What follows belongs to an exercise in optimizing a design on an open flow for small area, a short achievable clock period and few clock cycles per item; a production flow would make more cautious choices.
The RTL was checked by simulation tests, not by an equivalence proof against the original design.
Power is estimated from default activity; no workload was simulated.

## flow/design.v (module list and top-level ports; edited modules follow where they fit)
// module Mult: 1296 lines
// module BoothRow: 6 lines
// module FA: 6 lines
// module HA: 6 lines
module Mult (MultStart, out_A, out_B, rst, clk, HI, LOW, EndMult);
  // ...
==> flow/flow/run.sh <==
#!/bin/bash
# The standard layout (the standard.sh: ORFS synthesis to finish), except that
# the port buffers are sky130_fd_sc_hd__buf_4 rather than the delay-cell buffer
# that buffer_ports picks by default. The make output goes to standard.log; ORFS
# keeps each step's own log under orfs/logs/.
set -uo pipefail
bash standard.sh "BUFFER_PORTS_ARGS=-buffer_cell sky130_fd_sc_hd__buf_4" finish > standard.log 2>&1
==> flow/standard.sh <==
#!/bin/bash
# synth_recipe.tcl (not shown) runs the flow's synth.tcl, then flattens the netlist and writes it again
# the make line also repeats each setting of config.mk as NAME=value (left out here)
make -C /OpenROAD-flow-scripts/flow DESIGN_CONFIG=/design/flow/config.mk WORK_HOME=/design/flow/orfs CLKGATE_MAP_FILE= SYNTH_SCRIPT=/design/flow/synth_recipe.tcl "${@:-finish}"
==> flow/config.mk <==
export PLATFORM = sky130hd
export DESIGN_NAME = Mult
export DESIGN_NICKNAME = Mult
export VERILOG_FILES = /design/flow/design.v
export SDC_FILE = /design/flow/constraint.sdc
export NUM_CORES = 4
export LEC_CHECK = 0
export CAP_MARGIN = 20
export CORE_MARGIN = 2
export CORE_UTILIZATION = 40
export SETUP_SLACK_MARGIN = 1.5
export SLEW_MARGIN = 20
export SYNTH_HIERARCHICAL = 1
export SYNTH_MINIMUM_KEEP_SIZE = 0
==> flow/constraint.sdc <==
create_clock -name core_clock -period 6.5 [get_ports {clk}]
set_input_delay 1.3000 -clock core_clock [delete_from_list [all_inputs] [get_ports {clk}]]
set_output_delay 1.3000 -clock core_clock [all_outputs]
set_load 0.01 [all_outputs]
==> results_dict.tcl, run 1 <==
set metrics [dict create \
    layout_commonest_cell "xnor2_1" \
    biggestRegsByFlops "S (56), C (55), LB (8)" \
    startpoint "out_B[21]" \
    min-delay-start "rst" \
    cpMaxStageDelayCell "fa_2" \
    vias 21370 \
    p_seq_frac 0.093 \
    drt_wl_total_microns 94590 \
    diodes 1 \
    status "finished clean" \
    bufAreaShareNonClock 0.08373 \
    path_max_fanout 18 \
    slowest_delay_ns 0.63 \
    largest_cell_class "multi-input combinational cells" \
    met1_usage 0.3653 \
    clock_buffers 18 \
    synth_edf_count 0 \
    rsz0062_at_grt "true" \
    synth_top_family_by_area "adder cells" \
    grt_pass1_wl_microns 141500 \
    p_per_area_nw_per_um2 624.8 \
    total_power_uw 18350 \
    largest_register_ffs 56 \
    worst_ep_arrival_time_ns 5.30 \
    clk-power_uw 1060 \
    netlist_area_sq_um 25800 \
    n_all_inverters 32 \
    p_comb_uw 15600 \
    crit_chain "buf_6 -> or3_4 -> o21ai_4 -> buf_4 -> a22oi_1 -> xnor2_1 -> fa_1 -> fa_2 -> ha_4 -> fa_2 -> fa_1 -> fa_1" \
    synth_compound_area_frac 0.1985 \
    hold-path-cell-count 2 \
    relSlewSlack 0.4348 \
    clock_tree_area_fraction 0.02125 \
    drive_gt1_frac 0.1680 \
    dp_hpwl_microns 65560 \
    cp.depth 12 \
    final_util 0.4582 \
    detail-route-antenna-nets 0 \
    place_congestion 0.9029 \
]
Testbench counts, summed over its fixed seeds: cycles 960, items 960.
==> inputs of run 2 (changes only) <==
--- a/flow/config.mk
+++ b/flow/config.mk
@@ -9,5 +9,5 @@
 export CORE_MARGIN = 2
 export CORE_UTILIZATION = 40
-export SETUP_SLACK_MARGIN = 1.5
+export SETUP_SLACK_MARGIN = 2.0
 export SLEW_MARGIN = 20
 export SYNTH_HIERARCHICAL = 1
==> run 2 against run 1 <==
  * Core utilization increased by 5.0 points
  * Critical path type unchanged
  * Wire length increased by 7.8%
  * Via count increased by 4.9%
  * Global-route usage increased by 1.9 points
  * Sequential share of layout area decreased by 0.78 points
  * Largest cell class unchanged
  * First-iteration DRC count decreased by 2.2%
  * Area after synthesis unchanged
  * Design area increased by 11%
  * Non-clock buffer count increased by 117
  * Clock power decreased by 9.6%
==> results_dict.tcl, run 2 <==
set metrics [dict create \
    die_y_microns 258.0 \
    layout_common_cells "513 x xnor2_1, 453 x a22oi_1, 261 x buf_4" \
    swShare 0.4920 \
    finalSetupViolCount 0 \
    synth_area_leader_cell "fa_1" \
    antenna_found_initial 0 \
    synth_top_area_share 0.3422 \
    netlist_area_sq_um 25800 \
    synth-main-ff-cell "dfxtp_1" \
    wl_per_cell_microns 28.82 \
    place_congestion 0.9077 \
    cts_made_buffers 17 \
    ys_top_cells_by_count "548 x xnor2_1, 496 x a22oi_1, 441 x fa_1" \
    synth_area_leaders "fa_1 34%, xnor2_1 19%, a22oi_1 14%" \
    clock_sinks 121 \
    drc 0 \
    detail-route-antenna-nets 0 \
    synth_warnings 7 \
    via_per_inst 6.334 \
    relSlewSlack 0.4183 \
    async_flop_share 0 \
    drt_wl_total_microns 102000 \
    min-delay-start "rst" \
    fillers 5520 \
    areaGrowthSynthToFinish_pct 26.37 \
    clk_pin_slew_ns 0.07 \
    period_needed_ns 4.913 \
    peakVddDrop_mv 0.5728 \
    nNetsFinal 3314 \
    dieArea_sq_um 66540 \
    pin_count 132 \
    drive_gt1_frac 0.3249 \
    fp.dieW_microns 258.0 \
    startpoint "out_B[19]" \
    p_clk_frac 0.044 \
    yosys.cell_types.count 62 \
    seq_area_frac_synth 0.09390 \
    holdPathEnd "EndMult" \
    period_share 0.7559 \
    switchingPower_uw 10670 \
    crit_path_start_kind "input port" \
    row_count 93 \
    p_per_area_nw_per_um2 665.1 \
    cap_viol_max_count 0 \
    io_buffer_count 131 \
    biggestRegsByFlops "S (56), C (55), LB (8)" \
    fin_tns_setup_ns 0 \
    grt_usage 0.3000 \
    grt_pass1_wl_microns 149800 \
    dp_hpwl_microns 68140 \
    grt_max_degree 42 \
    path_max_fanout 7 \
    netlist_instances 2438 \
    max_flop_register "S" \
    start_util 0.4024 \
    drt_first_pass_iters 7 \
    p_leak_uw 0.01178 \
    overflow 0 \
    crit_required_ns 6.89 \
    p_seq_frac 0.079 \
    cts_hold_buf 0 \
    ctsHtreeMaxLevel 4 \
    vias 22410 \
    rsz0062_at_grt "true" \
    synth_seq_cells 121 \
    final_hold_viol_count 0 \
    cts_buffer_depth 2 \
    worst_ep_arrival_time_ns 5.30 \
    drt_iter0_drc 2523 \
    synth_edf_count 0 \
    final_util 0.5084 \
    worstHoldPathType "in2reg" \
    avgSynthCellArea_sq_um 10.58 \
    largest_register_ffs 56 \
    cts_tree "done" \
    comb_power_share 0.877 \
    worstMarginPinSlew_ns 0.8685 \
    drv_slew 0 \
    layout_commonest_cell "xnor2_1" \
    worst-setup-path-type "in2reg" \
    hold-path-cell-count 2 \
    synth_most_common_cell "xnor2_1" \
    grt_pass1_vias 23250 \
    status "finished clean" \
    timing.fmax_mhz 203.5 \
    end_kind "register" \
    power.internal_uw 11010 \
    root_buffer "clkbuf_16" \
    core_sq_um 64120 \
]
run 2: cell counts after synthesis:
Identical to the previous run, type by type.
run 2: modules after synthesis (local to each module, per instance):
module	flops+latches	times used	cells	area, sq um
FA	0	440	1	20.02
Mult	121	1	731	6501
BoothRow	0	16	74	590.6
HA	0	83	1	12.51
run 2: how the worst max path moves through the flow:
stage	end	slack [ns]	cells after the start
after global routing	C[36]	1.53	16
after floorplan	C[26]	1.45	12
after detailed placement	C[36]	0.21	12
after global placement	C[36]	0.26	12
after CTS	C[31]	1.58	14
final	C[36]	1.59	14
run 2: what timing repair did:
item                       CTS  global route
cloned                      10             2
gates resized for setup    398           129
setup endpoints to repair  124            94
pin swaps                  221           103
setup buffers              129            39
run 2: routing by layer:
layer | share of wire | wire length, microns | GRT usage
met1 | 0.38 | 38710 | 0.3891
met2 | 0.44 | 45180 | 0.4600
met3 | 0.11 | 11720 | 0.07538
met4 | 0.062 | 6353 | 0.1633
met5 | 0 | 0 | 0
run 2: through the flow:
stage | setup WS, ns | instance area [sq um] | power, uW | hold slack, ns | cells
after floorplan | 1.455 | 26510 | 11950 | 1.372 | 2453
after global placement | 0.2640 | 27740 | 17670 | 1.455 | 3324
after detailed placement | 0.2137 | 27750 | 18200 | 1.459 | 3324
after CTS | 1.580 | 31650 | 20860 | 0.9598 | 3495
after global routing | 1.533 | 32590 | 23550 | 0.9754 | 3536
final | 1.587 | 32600 | 21680 | 0.9703 | 3538
run 2: logic make-up (layout without fill, tap and decap cells):
kind of cell / after synthesis / after routing / synth area share
fa+ha+maj: 586 / 586 / 0.4119
xor+xnor: 582 / 582 / 0.1976
flops: 121 / 121 / 0.09390
compound gates: 719 / 720 / 0.1985
mux: 8 / 8 / 0.003153
buf+inv: 221 / 448 / 0.05786
other cells: 1 / 18 / 0.0001454
simple gates: 200 / 200 / 0.03696
run 2: power groups by stage:
stage,logic (uW),registers (uW),clock network (uW)
after floorplan,10400,1580,0
after global placement,16000,1650,0
after detailed placement,16600,1650,0
after CTS,18200,1690,973
after global routing,20800,1740,1000
final,19000,1710,958
run 2: cell type report:
class / count / area [sq um] / area share
multi-input combinational: 2112 / 24330 / 0.7463
timing repair buffer: 384 / 4046 / 0.1241
sequential: 121 / 2432 / 0.07461
tap: 855 / 1070 / 0.03282
clock buffer: 17 / 425.4 / 0.01305
clock inverter: 15 / 150.1 / 0.004606
inverter: 32 / 142.6 / 0.004376
antenna: 2 / 5.005 / 0.0001535
run 2: worst max-delay path, stage by stage:
cell	delay (ns)
buf_16	0.09
inv_6	0.03
or3_4	0.38
o21ai_4	0.13
buf_12	0.15
buf_16	0.13
buf_4	0.12
a22oi_1	0.07
xnor2_1	0.18
fa_2	0.58
fa_2	0.46
fa_2	0.60
fa_2	0.45
fa_2	0.62

==> static timing again, ports no longer ideal <==
No port has a modelled driver above. Below, the same layouts with a new extraction and two added sets of constraints. Step 1 (the two cells are an assumption about what drives the block):
set clk [get_ports {clk}]
set_driving_cell -lib_cell sky130_fd_sc_hd__clkbuf_16 $clk
set_driving_cell -lib_cell sky130_fd_sc_hd__buf_2 [delete_from_list [all_inputs] $clk]
Step 2 also shifts input and output timing later by t, the mid clock arrival at the registers, as if the neighbouring blocks saw the same clock. a / b / c = no drivers / after step 1 / after step 2; a / b = the first two.
| run | t (ns) | setup WS [ns] | hold WS [ns] | worst setup path at the end | worst data-port slew with drivers (ns) |
|---|---|---|---|---|---|
| run 1 | 0.526 | 1.554 / 1.476 / 0.951 | 0.976 / 0.947 / 1.472 | input to register | 0.15 |
| run 2 | 0.527 | 1.587 / 1.472 / 0.945 | 0.970 / 0.940 / 1.467 | input to register | 0.24 |
After both steps every run listed still meets setup and hold. For run 2, which loses most, drivers alone change the setup slack by -0.115 ns; drivers and shift together by -0.642 ns.
